Background: an optimization exercise with open tools, aiming at small area, a short achievable clock period and few clock cycles per item. Do not read the settings as production practice. Function was checked by simulation only, so behaviour that the tests miss may differ from the original. Power and IR drop assume default switching activity.

==> flow/design.v (excerpt) <==
module tnn_conv(
    input               clk,
    input               rst_n,
    input               in_valid,
    output              in_ready,
    input  [1599:0]     feature_in,      
    input  [99:0]       weight_in,       
    input  [31:0]       scaler_in,
    input  [31:0]       bias_in,
    output              out_valid,
    output [31:0]       feature_out
    );
localparam LATENCY = 6;
reg [LATENCY - 1 : 0] valid_pipe;
always@(posedge clk or negedge rst_n)
    if(!rst_n)
        valid_pipe <= 0;
    else
        valid_pipe <= {valid_pipe[LATENCY - 2 : 0], in_valid};
assign in_ready  = 1'b1;
assign out_valid = valid_pipe[LATENCY - 1];
CLP CLP0(
        .clk(clk),
        .feature_in(feature_in),
        .weight_in(weight_in),
        .weight_scaler(scaler_in),
        .bias_in(bias_in),
        .feature_out(feature_out)
    );
endmodule
Size: roughly 7000 cells after synthesis, roughly 1000 flip-flops, about 93000 sq um of cells after synthesis.
export LEC_CHECK = 0
export ABC_CLOCK_PERIOD_IN_PS = 3300
export CAP_MARGIN = 20
export CORE_MARGIN = 2
export CORE_UTILIZATION = 40
export SETUP_SLACK_MARGIN = 5
export SLEW_MARGIN = 20
export SYNTH_HIERARCHICAL = 1
export SYNTH_MINIMUM_KEEP_SIZE = 0
create_clock -name core_clock -period 8.5 [get_ports {clk}]
standard.sh (not shown) runs the stock make flow with config.mk's settings and CLKGATE_MAP_FILE= SYNTH_SCRIPT=/design/flow/synth_recipe.tcl, a recipe that flattens the netlist after the stock synthesis.
==> flow/flow/run.sh <==
#!/bin/bash
# The standard layout, with the port buffers made from the smallest buffer
# cell (buf_1) instead of the delay-buffer cell buffer_ports picks by default.
# Synthesis is the standard one (standard.sh synth runs as part of finish).
set -euo pipefail
export BUFFER_PORTS_ARGS="-buffer_cell sky130_fd_sc_hd__buf_1"
bash standard.sh > standard_flow.log 2>&1
The starting point died in 3_2_place_iop with PPL-0024.
Testbench counts at the start, summed over its fixed seeds: cycles 6,592, items 6,400.
Rerun with:
==> flow/run.sh (new file) <==
#!/bin/bash
# synth_recipe.tcl (not shown) runs the flow's synth.tcl, then flattens the netlist and writes it again
# the make line also repeats each setting of config.mk as NAME=value (left out here)
make -C /OpenROAD-flow-scripts/flow DESIGN_CONFIG=/design/flow/config.mk WORK_HOME=/design/flow/orfs CLKGATE_MAP_FILE= SYNTH_SCRIPT=/design/flow/synth_recipe.tcl finish
removed: flow/flow/run.sh
removed: flow/standard.sh
After rerunning: The new run died in 3_2_place_iop. Area after synthesis does not change. Synthesized cell count is unchanged.

* * *

tnn_conv, a different RTL version from the one above (not shown whole).
Size: about 7500 cells after synthesis, about 1800 I/O pins, roughly 99000 um2 of cells after synthesis.
==> flow/config.mk <==
export PLATFORM = sky130hd
export DESIGN_NAME = tnn_conv
export DESIGN_NICKNAME = tnn_conv
export VERILOG_FILES = /design/flow/design.v
export SDC_FILE = /design/flow/constraint.sdc
export NUM_CORES = 4
export LEC_CHECK = 0
export ABC_CLOCK_PERIOD_IN_PS = 3300
export CAP_MARGIN = 20
export CORE_AREA = 4 4 506 506
export CTS_CLUSTER_DIAMETER = 70
export CTS_CLUSTER_SIZE = 20
export DIE_AREA = 0 0 510 510
export SLEW_MARGIN = 20
export SYNTH_HIERARCHICAL = 1
export SYNTH_MINIMUM_KEEP_SIZE = 0
==> flow/constraint.sdc <==
create_clock -name core_clock -period 8.5 [get_ports {clk}]
set_input_delay 1.7000 -clock core_clock [delete_from_list [all_inputs] [get_ports {clk}]]
set_output_delay 1.7000 -clock core_clock [all_outputs]
set_load 0.01 [all_outputs]
==> flow/flow/run.sh <==
#!/bin/bash
# The standard layout (standard synthesis included), with these changes:
#  - port buffers made from the smallest buffer cell (buf_1) instead of the
#    delay-buffer cell buffer_ports picks by default;
#  - more antenna-repair iterations after global and detailed routing.
set -euo pipefail
export BUFFER_PORTS_ARGS="-buffer_cell sky130_fd_sc_hd__buf_1"
export SETUP_SLACK_MARGIN=5.3
export MAX_REPAIR_ANTENNAS_ITER_GRT=10
export MAX_REPAIR_ANTENNAS_ITER_DRT=15
bash standard.sh > standard_flow.log 2>&1
The starting point produced a clean layout.
Testbench counts at the start, summed over its fixed seeds: cycles 6,624, items 6,400.
==> next run, changes <==
--- a/flow/flow/run.sh
+++ b/flow/flow/run.sh
@@ -6,5 +6,5 @@
 set -euo pipefail
 export BUFFER_PORTS_ARGS="-buffer_cell sky130_fd_sc_hd__buf_1"
-export SETUP_SLACK_MARGIN=5.3
+export SETUP_SLACK_MARGIN=5.2
 export MAX_REPAIR_ANTENNAS_ITER_GRT=10
 export MAX_REPAIR_ANTENNAS_ITER_DRT=15
Outcome: The new run completed with no timing, DRC or antenna violations. Area after synthesis does not change. Register-to-register slack degrades by 250 ps. Routed wire length falls by 2.5%. Sequential power barely changes. Global-route usage went down by 1.4 points. Total power goes down by 1.7%. Via count fell by 2.6%.

==> port drivers added, routing unchanged <==
The flow's constraints put no driver on any port. The routed layouts listed below were extracted and timed again, unchanged, in two steps. Step 1, drivers: a clkbuf_16 drives clk and a buf_2 each remaining input, both assumed. Step 2, shift: input delay + t, output delay - t, t = (earliest + latest rising clock arrival at the registers) / 2. This alone moves slack from input paths to output paths. Three values: ideal, step 1, step 2; two values: the first two.
run	shift t [ns]	slack for setup (ns)	worst setup path after step 2
the first run of note 2	0.940	5.152 / 5.090 / 4.150	input to register
the second run of note 2	0.921	5.035 / 4.998 / 4.076	input to register
After both steps every run listed still meets setup and hold. The setup slack of the first run of note 2, which loses most, moves by -0.062 ns with the drivers and by -1.002 ns with both steps.
